This is an optimization exercise on Yosys and OpenROAD, whose aim is small area and few clock cycles per item, not a production implementation.
RTL that was checked went through simulation tests only; none was proved equivalent to the original.

Setup of rev 12:
==> flow/design.v <==
module CRC8(
  input  [7:0] crc_in,
  input  [7:0] data,
  output [7:0] crc_out );
  function [7:0] step;
    input [7:0] c;
    input [7:0] b;
    integer k;
    reg [7:0] r;
    begin
      r = c;
      for (k = 7; k >= 0; k = k - 1)
        r = {r[6:0], 1'b0} ^ ((b[k] ^ r[7]) ? 8'h07 : 8'h00);
      step = r;
    end
  endfunction
  assign crc_out = step(crc_in, data);
endmodule
module FIFO(
  input        clk,
  input        reset,
  input  [7:0] dataIn,
  input        we,           
  input        re,           
  output       wready,       
  output       rready,       
  output [7:0] dataOut );
  reg [2047:0] ring;
  reg [7:0]    tpos;
  reg [7:0]    hpos;
  reg          wlast;
  wire same  = (tpos == hpos);
  wire full  = same && wlast;
  wire empty = same && !wlast;
  assign wready = (tpos[3:0] == 4'd15) && !full;
  assign rready = (hpos[4:0] == 5'd0) && !empty;
  wire doWrite = we && wready;
  wire doRead  = re && rready;
  wire [7:0] rport [0:7];
  genvar k;
  generate
    for (k = 0; k < 8; k = k + 1) begin : rp
      assign rport[k] = ring[256*k +: 8];
    end
    for (k = 0; k < 256; k = k + 1) begin : st
      if (k % 32 == 0) begin : wpe
        always @(posedge clk)
          ring[8*k +: 8] <= ~((doWrite && tpos[7:4] == (k+255)%256/16) ? ~dataIn : ring[8*((k+255)%256) +: 8]);
      end else if (k % 16 == 0) begin : wpo
        always @(posedge clk)
          ring[8*k +: 8] <= ~((doWrite && tpos[7:4] == (k+255)%256/16) ? dataIn : ring[8*((k+255)%256) +: 8]);
      end else begin : sh
        always @(posedge clk)
          ring[8*k +: 8] <= ring[8*(k-1) +: 8];
      end
    end
  endgenerate
  assign dataOut = rport[hpos[7:5]];
  always @(posedge clk) begin
    if (reset) begin
      tpos  <= 8'd0;
      hpos  <= 8'd0;
      wlast <= 1'b0;
    end else begin
      tpos  <= tpos + {7'd0, !doWrite};
      hpos  <= hpos + {7'd0, !doRead};
      if (doWrite != doRead) wlast <= doWrite;
    end
  end
endmodule
module Task1B(
  input clk,
  input reset,
  input t0,
  input t1,
  input t2,
  input t3,
  input t4,
  input t5,
  input t6,
  input t7,
  input tsent,
  output reg trecieve,
  output reg tx,
  output reg [7:0] crc );
  wire [7:0] din = {t0, t1, t2, t3, t4, t5, t6, t7};
  wire       wready, rready;
  wire [7:0] fifoOut;
  wire [7:0] crcNext;
  wire accept = tsent && !trecieve && wready;
  always @(posedge clk) begin
    if (reset) begin
      trecieve <= 1'b0;
      crc      <= 8'd0;
    end else begin
      if (accept) begin
        trecieve <= 1'b1;
        crc      <= crcNext;
      end else if (!tsent) begin
        trecieve <= 1'b0;
      end
    end
  end
  CRC8 crc8(.crc_in(crc), .data(din), .crc_out(crcNext));
  reg  [2:0] sub;         
  reg  [3:0] bitn;
  reg        loaded;      
  reg  [7:0] sh;
  reg        par;
  wire       tick = (sub == 3'd7);
  wire       load = !loaded && (bitn[3] || (bitn == 4'd7 && tick)) && rready;
  wire       start = tick && loaded && bitn == 4'd11;
  always @(posedge clk) begin
    if (reset) begin
      sub    <= 3'd0;
      bitn   <= 4'd11;
      loaded <= 1'b0;
      tx     <= 1'b1;
    end else begin
      sub <= sub + 3'd1;
      if (load) begin
        sh     <= fifoOut;
        loaded <= 1'b1;
      end
      if (start) begin
        bitn   <= 4'd0;
        loaded <= 1'b0;
        tx     <= 1'b0;
        par    <= 1'b0;
      end else if (tick && bitn != 4'd11) begin
        bitn <= bitn + 4'd1;
        if (bitn[3]) begin
          tx <= (bitn == 4'd8) ? par : 1'b1;
        end else begin
          tx  <= sh[bitn[2:0]];
          par <= par ^ sh[bitn[2:0]];
        end
      end
    end
  end
  FIFO fo(
    .clk(clk), .reset(reset),
    .dataIn(din), .we(tsent && !trecieve), .re(load),
    .wready(wready), .rready(rready), .dataOut(fifoOut));
endmodule
export LEC_CHECK = 0
export CAP_MARGIN = 20
export CORE_MARGIN = 2
export CORE_UTILIZATION = 70
export CTS_BUF_LIST = sky130_fd_sc_hd__clkbuf_8
export CTS_CLUSTER_DIAMETER = 50
export CTS_CLUSTER_SIZE = 18
export GPL_ROUTABILITY_DRIVEN = 0
export GPL_TIMING_DRIVEN = 0
export PLACE_DENSITY = 0.8
export SLEW_MARGIN = 20
create_clock -name core_clock -period 8.0 [get_ports {clk}]
run.sh (not shown) runs the stock make flow with config.mk's settings and CLKGATE_MAP_FILE= SYNTH_SCRIPT=/design/flow/synth_recipe.tcl, a recipe that flattens the netlist after the stock synthesis.
Testbench counts of rev 12, summed over its fixed seeds: cycles 460,976, bytes 4,800.
## Diff of input files: rev 13 against rev 12
Settings: GPL_ROUTABILITY_DRIVEN no longer set, was 0; PLACE_DENSITY now 0.9, was 0.8; GPL_TIMING_DRIVEN no longer set, was 0.
==> results.txt <==
Routed wire length per instance came out higher on rev 13 than on rev 12.
Compared with rev 12, buffer count excluding the clock tree in the final layout in rev 13 decreased by more than half.
Post-placement cell count ends up lower on rev 13.
There was hardly any difference in clock skew between rev 12 and rev 13.
Wire length of the first global-routing pass, rev 13 vs rev 12: up by a little under 10%
tsent as the start point of the critical path was reported by rev 12, and tx by rev 13.
As of rev 13, number of filler cells placed in the layout had fallen by a few percent compared to rev 12.


Setup of JK:
Another version of the RTL of Task1B (not shown whole).
Size in the first run: roughly 2100 flip-flops, roughly 21 I/O pins, about 46000 sq um of cells after synthesis.
Settings: LEC_CHECK=0, CAP_MARGIN=20, CORE_MARGIN=2, CORE_UTILIZATION=70, CTS_BUF_LIST=sky130_fd_sc_hd__clkbuf_8, CTS_CLUSTER_SIZE=40, PLACE_DENSITY=0.8, SLEW_MARGIN=20; clock period 8.0 ns.
JK: PASS, flow complete, no timing, DRC or antenna violations
The inputs of MS differ from those of JK as listed below.
Settings: putting CTS_CLUSTER_DIAMETER at 50 where nothing was set; swapping 40 for 20 in CTS_CLUSTER_SIZE.
==> results.txt <==
MS went all the way through the flow, and no timing, DRC or antenna check failed. From JK to MS the numbers moved as follows: core utilization -5.6 points, post-layout instance area down about 7%, total length of routed wires saw a decrease, cell count now sits lower, setup slack of the critical path after layout has increased.
No functional check of the RTL was part of any run of this note.

==> afterwards: timing with drivers on the ports <==
The results above use ideal ports. As a check the final layouts listed here were re-extracted and re-timed, cells and wires unchanged.
Step 1 assumes that a clkbuf_16 drives the clock port and a buf_2 every other input.
Step 2, shift: input delay + t, output delay - t, t = (earliest + latest rising clock arrival at the registers) / 2. This alone moves slack from input paths to output paths.
Slacks: ideal ports / drivers / drivers and shift; pairs: ideal ports / drivers.
run	t (ns)	setup slack, ns	worst data-port slew with drivers (ns)
rev 12	0.833	3.825 / 3.858 / 3.026	0.12
rev 13	0.851	4.571 / 4.512 / 3.782	0.04
JK	0.934	3.320 / 3.320 / 2.654	0.05
MS	0.808	3.546 / 3.546 / 2.822	0.04
After both steps every run listed still meets setup and hold. The setup slack of rev 12, which loses most, moves by +0.033 ns with the drivers and by -0.799 ns with both steps.
